From an optimization exercise on the open Yosys and OpenROAD flow, aimed at small area and a short achievable clock period; shortcuts taken in it are not production practice.
The RTL was checked by simulation tests, not by an equivalence proof against the original design.
No activity file was given, so power comes from the tool's default toggle rates.

## flow/design.v (module list and top-level ports; edited modules follow where they fit)
// module booth_enc: 12 lines
// module booth_onen: 3 lines
// module booth_twon: 3 lines
// module booth_negc: 3 lines
// module booth_enc0: 11 lines
// module booth_xn: 7 lines
// module booth_sel: 9 lines
// module booth_sel_n: 8 lines
// module CSA: 10 lines
// module HADD: 9 lines
// module CSA1: 9 lines
// module simple_Adder: 1356 lines
// module k_nand2: 1 lines
// module k_nor2: 1 lines
// module k_xor2: 1 lines
// module k_xnor2: 1 lines
// module k_inv: 1 lines
// module k_aoi21: 1 lines
// module k_oai21: 1 lines
// module k_a22o: 1 lines
// module k_and2: 1 lines
// module k_or2: 1 lines
// module wallace: 3623 lines
// module multiplierTree: 26 lines
// module regnext: 9 lines
module multiplierTree (
    input clk,
    input rst,
    input en,
    input [31:0] a,
    input [31:0] b,
    output reg [63:0] c
);
  // ...
==> flow/flow/run.sh <==
#!/bin/bash
# Standard synthesis and layout, with two changes: before placement every
# cell is set to its smallest drive (flow/downsize.tcl) so that repair sizes
# up only what timing needs, and the port buffers are buf_1 cells.
set -euo pipefail
here=$(pwd)
bash standard.sh synth > synth.log 2>&1
export POST_FLOORPLAN_TCL=$here/flow/downsize.tcl
export BUFFER_PORTS_ARGS="-buffer_cell sky130_fd_sc_hd__buf_1"
bash standard.sh finish "POST_FLOORPLAN_TCL=$POST_FLOORPLAN_TCL" "BUFFER_PORTS_ARGS=$BUFFER_PORTS_ARGS" > layout.log 2>&1
==> flow/flow/downsize.tcl <==
# Set every standard cell to the smallest drive of its function before
# placement; repair_design and repair_timing then size up what needs it.
set db [ord::get_db]
set smallest [dict create]
foreach lib [$db getLibs] {
  foreach m [$lib getMasters] {
    set n [$m getName]
    if {![regexp {^(sky130_fd_sc_hd__[a-z0-9]+)_([0-9]+)$} $n -> base drv]} { continue }
    if {[string match "*lpflow*" $n] || [string match "*probe*" $n]} { continue }
    set a [expr {[$m getWidth] * [$m getHeight]}]
    if {![dict exists $smallest $base]} {
      dict set smallest $base [list $m $a $drv]
    } else {
      lassign [dict get $smallest $base] bm ba bd
      if {$a < $ba || ($a == $ba && $drv > $bd)} {
        dict set smallest $base [list $m $a $drv]
      }
    }
  }
}
set count 0
foreach inst [[ord::get_db_block] getInsts] {
  set m [$inst getMaster]
  set n [$m getName]
  if {![regexp {^(sky130_fd_sc_hd__[a-z0-9]+)_([0-9]+)$} $n -> base drv]} { continue }
  if {[string match "*df*" $base] || [string match "*clkbuf*" $base]} { continue }
  if {![dict exists $smallest $base]} { continue }
  set sm [lindex [dict get $smallest $base] 0]
  if {[$sm getName] ne $n} {
    $inst swapMaster $sm
    incr count
  }
}
puts "downsize: swapped $count instances"
==> flow/standard.sh <==
#!/bin/bash
# synth_recipe.tcl (not shown) runs the flow's synth.tcl, then flattens the netlist and writes it again
# the make line also repeats each setting of config.mk as NAME=value (left out here)
make -C /OpenROAD-flow-scripts/flow DESIGN_CONFIG=/design/flow/config.mk WORK_HOME=/design/flow/orfs CLKGATE_MAP_FILE= SYNTH_SCRIPT=/design/flow/synth_recipe.tcl "${@:-finish}"
==> flow/config.mk <==
export PLATFORM = sky130hd
export DESIGN_NAME = multiplierTree
export DESIGN_NICKNAME = multiplierTree
export VERILOG_FILES = /design/flow/design.v
export SDC_FILE = /design/flow/constraint.sdc
export NUM_CORES = 4
export LEC_CHECK = 0
export CAP_MARGIN = 20
export CORE_MARGIN = 2
export CORE_UTILIZATION = 60
export CTS_BUF_LIST = sky130_fd_sc_hd__clkbuf_8
export SETUP_SLACK_MARGIN = 2.6
export SLEW_MARGIN = 20
export SYNTH_HIERARCHICAL = 1
==> flow/constraint.sdc <==
create_clock -name core_clock -period 9.0 [get_ports {clk}]
set_input_delay 1.8000 -clock core_clock [delete_from_list [all_inputs] [get_ports {clk}]]
set_output_delay 1.8000 -clock core_clock [all_outputs]
set_load 0.01 [all_outputs]
==> run notes, run 1 <==
non-clk buf share 5.68%; CP required 9470 ps; Ys Warns 7; first-pass GRT wire length 139000 um; WL per Instance 28.4 um; clock sinks 128; CTS tree done; die width 210 um; P_leak 9.91 nW; Setup crit end c[63]; Initial Utilization 60.6%; Worst Hold Depth 1; Setup TNS 0 ps; GR Util All Layers 42.5%; hold buffer count at cts 0; outcome finished clean; number of global-route vias before repair 22800; max reg flops 64; Top delay family on crit path adder cells; Setup violations, final 0; DR vias/cell 6.93; # fillers 3531; share of cells above drive strength 1 12.0%; multi-input combinational cell area 22100 um^2; CP Buf/Inv Count 2; Syn Inst Count 2566; Area growth syn-to-layout 9.02%; reg-to-reg startpoint B[1]; WHS Endpoint c[0]; crit-path cells buf_8 > xnor2_1 > o22ai_1 > fa_1 > fa_1 > fa_1 > fa_1 > fa_1 > fa_1 > xnor2_1 > nor2_1 > nand2_1 > nor2_1 > nand2_1 > o21ai_1 > a21oi_1 > o21ai_1 > inv_2 > a22o_1; crit-path most repeated cell fa_1; syn avg cell area 9.89 um^2; final period utilization 69.1%; clock-net power 544 uW; Met2 Wirelength 38700 um; hold_ws 473 ps; worst reg2reg path endpoint c[63]; grt peak-use layer met2; cell depth of the worst setup path 19; grt met2 use 61.0%; Root Buffer clkbuf_8; seq_cells 128; FF-to-FF setup slack 2780 ps; internal power 4.32 mW
==> run 2, diff against run 1 <==
--- a/flow/config.mk
+++ b/flow/config.mk
@@ -7,8 +7,8 @@
 export LEC_CHECK = 0
 export CAP_MARGIN = 20
 export CORE_MARGIN = 2
-export CORE_UTILIZATION = 60
+export CORE_UTILIZATION = 70
 export CTS_BUF_LIST = sky130_fd_sc_hd__clkbuf_8
-export SETUP_SLACK_MARGIN = 2.6
+export SETUP_SLACK_MARGIN = 2.75
 export SLEW_MARGIN = 20
 export SYNTH_HIERARCHICAL = 1
==> run 2 against run 1 <==
Register-to-register slack got worse by 95 ps. Clock skew up 10 ps. Final cell count shrank 1.2%. Utilization up 13 points. Worst hold slack worse by 0.92 ps. Area after synthesis did not move. Flip-flop and latch count unchanged. Critical path depth unchanged. Critical endpoint is now c[59]. Largest power group unchanged. Highest routed layer is now met5.
==> run notes, run 2 <==
first-pass GRT wire length 144000 um (+3.6%); clock sinks 128 (unchanged); Die H 194 um; outcome finished clean; final net count 3328; residual DRC count 0; worst reg2reg path endpoint c[59]; die width 194 um (-7.3%); crit-path max FO 33; CTS tree done; Final min period 6310 ps; Worst setup SP type register; Psw 5.91 mW; WHS Endpoint c[0]; via count 24600; Min-Delay Path Class register to register; RSZ-0062 raised after global routing false; Setup violations, final 0 (unchanged); GR Util All Layers 50.8% (+8.2 points); reg-to-reg startpoint B[23]; Setup crit end kind register; Ys Warns 7 (unchanged); CP required 9470 ps (about the same); 1st-iter DRT viols 4247; DP Cell Count 3154; largest net degree at the start of global routing 90; Final Core Density 78.9%; Switching Fraction 57.7%; DR vias/cell 7.56 (+9.1%); number of global-route vias before repair 24200 (+5.9%); worst r2r path cells 19; DRT Pass-1 Iters 30; CTS Buf Count 17; biggest regs c x64, A x32, B x32; Worst Hold Depth 1 (unchanged); min-delay src c[0]; Slew @ Worst Pin 1040 ps; core area 35700 um^2; Final Hold Fails 0; Reg with most FFs c; Port-buffer cells 130; Clock Skew 36.3 ps; Clock transition at path regs 100 ps; FF-to-FF setup slack 2690 ps (-100 ps); FMAX 158 MHz; crit path DAT 6780 ps; relative slew slack 30.6%; Die ar. 37800 um^2; initial antenna violation count 0; final period utilization 70.1% (+1.1 points); Mapped Nets 3107; worst-skew pair later-pin latency 540 ps; leading cell type in the layout, fill and taps excluded xnor2_1; dpl hpwl 68200 um; Combinational Power Share 86.1%; most frequent cells in the layout xnor2_1 (577), o22ai_1 (499), fa_1 (423), nand2_1 (134), buf_1 (130); share of cells above drive strength 1 13.8% (+1.8 points); Register Area 2640 um^2; Area growth syn-to-layout 10.8%; clk buf depth 2; routability cong. 1.10; WL final 99400 um; synthesized area 25400 um^2; crit path kind register to register; sequential power share 8.7%; Syn Inst Count 2566 (unchanged); Pins Over Slew Limit 0; Initial Utilization 71.2% (+11 points); Setup TNS 0 ps (unchanged); Site Rows 69; I/O pin count 131; syn avg cell area 9.89 um^2 (unchanged); P_leak 10.2 nW (+2.9%); Max-Cap Viols 0; hold buffer count at cts 0 (unchanged); max reg flops 64 (unchanged); Worst VDD drop 0.000320 V; internal power 4.34 mW (+0.39%); clock network power share 5.2%; multi-input combinational cell area 22200 um^2 (+0.28%); CTS H-Tree Depth 4; post-route ant nets 0; WL per Instance 30.5 um (+7.2%); Root Buffer clkbuf_8; fin cells 3261; global route total overflow 0; Antenna Cells 0; # fillers 2355 (-33%); power density over the cells 365 nW/um^2
[run 2: power by group through the flow]
stage | clock (mW) | combinational [mW] | sequential, mW
2_1_floorplan | 0 | 6.35 | 0.972
3_3_place_gp | 0 | 7.59 | 0.933
3_5_place_dp | 0 | 7.77 | 0.939
4_1_cts | 0.521 | 7.97 | 0.896
5_1_grt | 0.546 | 9.46 | 0.896
6_report | 0.534 | 8.83 | 0.890
[run 2: routing by layer]
| metal | track usage [%] | vias to the layer above | part of all wire, % |
|---|---|---|---|
| met3 | 22.7 | 744 | 19 |
| met4 | 29.7 | 4 | 8.7 |
| met5 | 1.02 | - | 0.072 |
| met1 | 64.3 | 11600 | 33 |
| li1 | - | 9716 | - |
| met2 | 71.9 | 2562 | 39 |
[run 2: per-stage QoR]
stage / worst slack (ps) / hold slack [ps] / power, mW / area (um^2)
detailed placement: 1870 / 454 / 8.70 / 26300
global placement: 2000 / 453 / 8.52 / 26300
global route: 2530 / 496 / 10.9 / 28100
CTS: 2750 / 479 / 9.39 / 27300
finish: 2690 / 472 / 10.3 / 28100
floorplan: 2860 / 453 / 7.32 / 25700
[run 2: worst max-delay path by stage]
stage	slack [ps]	cells after the start	endpoint	startpoint
after global placement	2000	19	c[63]	B[25]
after CTS	2750	20	c[63]	B[21]
after global routing	2530	19	c[61]	B[23]
after floorplan	2860	19	c[59]	B[15]
after detailed placement	1870	19	c[63]	B[25]
final	2690	19	c[59]	B[23]
[run 2: what timing repair did]
item / 4_1_cts / 5_1_grt
endpoints found under the setup margin: 46 / 39
resized for setup: 30 / 103
pin swaps: 6 / 4
buffers inserted: 33 / 42
[run 2: area by class of cell]
type                            count  share of cell area [%]
Clock inverter                     15                   0.485
Multi-Input combinational cell   2279                    78.8
Timing Repair Buffer              279                    7.35
Sequential cell                   128                    9.39
Clock buffer                       17                   0.832
Inverter                           82                    1.10
Tap cell                          461                    2.05
[run 2: critical path, stage by stage (launching register included)]
cell,delay (ps)
dfxtp_4,460
nor3b_1,300
a21oi_2,80
buf_12,180
o22ai_1,490
fa_1,570
fa_1,510
fa_1,460
fa_1,600
fa_1,470
xnor2_1,300
o21ai_1,200
a21oi_1,260
o21ai_1,190
a21oi_1,330
o21ai_2,200
a21oi_1,280
o21ai_1,100
nor2_1,130
xor2_1,140
==> run 3, diff against run 2 <==
--- a/flow/config.mk
+++ b/flow/config.mk
@@ -7,8 +7,9 @@
 export LEC_CHECK = 0
 export CAP_MARGIN = 20
 export CORE_MARGIN = 2
-export CORE_UTILIZATION = 70
+export CORE_UTILIZATION = 60
 export CTS_BUF_LIST = sky130_fd_sc_hd__clkbuf_8
+export PLACE_DENSITY = 0.75
 export SETUP_SLACK_MARGIN = 2.75
 export SLEW_MARGIN = 20
 export SYNTH_HIERARCHICAL = 1
==> run 3 against run 2 <==
Utilization fell by 12 points. Fmax rose by 2.5%. Area after synthesis did not move. Final cell count rose by 1.7%. Sequential power rose by 1%. Critical path depth fell by 1. Routed wire length fell by 4.6%. Final area fell by 0.70%. Via count fell by 5.0%. Total power fell by 1.0%. Combinational power fell by 0.8%.
==> run notes, run 3 <==
Clock Skew 40.1 ps (+3.77 ps); post-layout power 10.1 mW (-1.0%); Min-Delay Path Class register to register; relative slew slack 35.2% (+4.6 points); clock network power share 4.8% (-0.4 points); post-route ant nets 0 (unchanged); clk buf depth 2 (unchanged); 1st-iter DRT viols 3153 (-26%); CP required 9500 ps (+30 ps); largest net degree at the start of global routing 81 (-10%); number of global-route vias before repair 23500 (-2.9%); crit-path cells buf_4 > xnor2_1 > o22ai_1 > fa_1 > fa_1 > fa_1 > fa_1 > fa_1 > xnor2_2 > o21ai_1 > a21oi_1 > o21ai_1 > a21oi_1 > o21ai_2 > a21oi_1 > o21ai_1 > nor2_1 > xor2_1; Reg with most FFs c; initial antenna violation count 1 (+1); multi-input combinational cell area 22100 um^2 (-0.18%); Site Rows 75 (+8.7%); global route total overflow 0 (unchanged); Final Hold Fails 0 (unchanged); I/O pin count 131 (unchanged); Top delay family on crit path adder cells; P_leak 10.1 nW (-1.4%); max reg flops 64 (unchanged); GR Util All Layers 43.6% (-7.2 points); biggest regs c x64, A x32, B x32; DR vias/cell 7.06 (-6.6%); crit-path most repeated cell fa_1; Initial Utilization 60.6% (-11 points); most frequent cells in the layout xnor2_1 (576), o22ai_1 (509), fa_1 (423), nand2_1 (134), buf_1 (130); CTS Buf Count 17 (unchanged); Max-Cap Viols 0 (unchanged); syn avg cell area 9.89 um^2 (unchanged); share of cells above drive strength 1 12.8% (-0.97 points); Combinational Power Share 86.3% (+0.2 points); Setup TNS 0 ps (unchanged); Ys Warns 7 (unchanged); outcome finished clean; CP Buf/Inv Count 1 (unchanged); core area 41900 um^2 (+17%); CTS tree done; crit path kind register to register; sequential power share 8.9% (+0.2 points); RSZ-0062 raised after global routing true; Worst path slowest cell dfxtp_1; die width 210 um (+7.8%); leading cell type in the layout, fill and taps excluded xnor2_1; Worst VDD drop 0.000306 V (-4.3%); Register Area 2650 um^2 (+0.24%); DRT Pass-1 Iters 6 (-80%); Port-buffer cells 130 (unchanged); Worst setup SP type register; Setup crit end kind register; Die H 210 um (+7.8%); residual DRC count 0 (unchanged); Final Core Density 66.7% (-12 points); Root Buffer clkbuf_8; Slew @ Worst Pin 972 ps (-69.2 ps); crit path DAT 6660 ps (-120 ps); pre-CTS setup slack 1950 ps (+81.3 ps); final net count 3307 (-0.63%); final period utilization 68.4% (-1.7 points); cell area after layout 27900 um^2 (-0.70%); worst-skew pair later-pin latency 610 ps (+70 ps); Pins Over Slew Limit 0 (unchanged); Clock transition at path regs 80 ps (-20 ps); Mapped Nets 3107 (unchanged); Psw 5.84 mW (-1.3%); Die ar. 43900 um^2 (+16%); Setup violations, final 0 (unchanged); crit-path max FO 9 (-73%); Switching Fraction 57.5% (-0.15 points); clock sinks 128 (unchanged); routability cong. 1.04 (-5.1%); CTS H-Tree Depth 4 (unchanged); FF-to-FF setup slack 2840 ps (+150 ps); via count 23400 (-5.0%); Final min period 6160 ps (-153 ps); worst stage delay on the critical path 750 ps (+150 ps); Syn Inst Count 2566 (unchanged); WL final 94900 um (-4.6%); final worst slack 2840 ps (+153 ps); # fillers 3340 (+42%); synthesized area 25400 um^2 (unchanged); WL per Instance 28.6 um (-6.2%); Area growth syn-to-layout 10.1%; internal power 4.31 mW (-0.69%); first-pass GRT wire length 142000 um (-1.2%); area post-placement 26400 um^2 (+0.34%); FMAX 162 MHz (+2.5%); dpl hpwl 69700 um (+2.3%); power density over the cells 363 nW/um^2 (-0.34%)
run 3: what timing repair did:
item / in CTS / in global routing
gates cloned: 1 / 0
hold buffers: 0 / 0
setup buffers: 34 / 20
setup endpoints to repair: 44 / 38
gates resized for setup: 33 / 85
pin swaps: 4 / 3
run 3: cell type report:
class	instances	share of cell area [%]
multi-input combinational	2280	79.2
sequential	128	9.48
timing repair buffer	257	6.57
tap	539	2.42
inverter	82	1.11
clock buffer	20	0.986
clock inverter	10	0.233
antenna	1	0.00896
run 3: final timing paths:
path                            start     to  depth (start not counted)
worst max-delay path             A[7]  c[59]                         18
worst min-delay path            c[63]  c[63]                          1
worst min register to register  c[63]  c[63]                          1
worst max register to register   A[7]  c[59]                         18
run 3: power groups by stage:
stage	logic (mW)	registers, mW	clock network, mW
after global routing	9.40	0.908	0.518
final	8.76	0.899	0.486
after floorplan	6.35	0.972	0
after detailed placement	7.82	0.941	0
after global placement	7.67	0.938	0
after CTS	8.00	0.896	0.499
run 3: metrics by stage:
stage                     hold WS, ps  std cells
after global routing              500       3317
after CTS                         473       3296
after global placement            453       3231
after detailed placement          455       3231
final                             466       3317
after floorplan                   453       2566
run 3: per-layer routing:
layer | vias to the layer above | share of wire [%] | track usage (%)
li1 | 9659 | - | -
met1 | 11300 | 37 | 56.5
met2 | 1987 | 42 | 62.8
met3 | 471 | 15 | 15.8
met4 | 0 | 6.7 | 25.5
met5 | - | 0 | 0

separate check: timing with driven ports:
No port has a modelled driver above. Below, the same layouts with a new extraction and two added sets of constraints.
Step 1 sets driving cells, clkbuf_16 on the clock port and buf_2 on the other inputs (assumed; they add their load-dependent delay and slew).
Step 2 also shifts input and output timing later by t, the mid clock arrival at the registers, as if the neighbouring blocks saw the same clock.
a / b / c = no drivers / after step 1 / after step 2; a / b = the first two.
run | t (ns) | setup WS [ns] | hold slack, ns | worst setup path after step 2 | latest minus earliest clock arrival (ns)
run 1 | 0.617 | 2.784 / 2.784 / 2.784 | 0.473 / 0.473 / 0.473 | register to register | 0.028 / 0.027
run 2 | 0.585 | 2.689 / 2.689 / 2.689 | 0.472 / 0.472 / 0.472 | register to register | 0.036 / 0.036
run 3 | 0.644 | 2.842 / 2.842 / 2.842 | 0.466 / 0.466 / 0.466 | register to register | 0.040 / 0.040
After both steps every run listed still meets setup and hold.
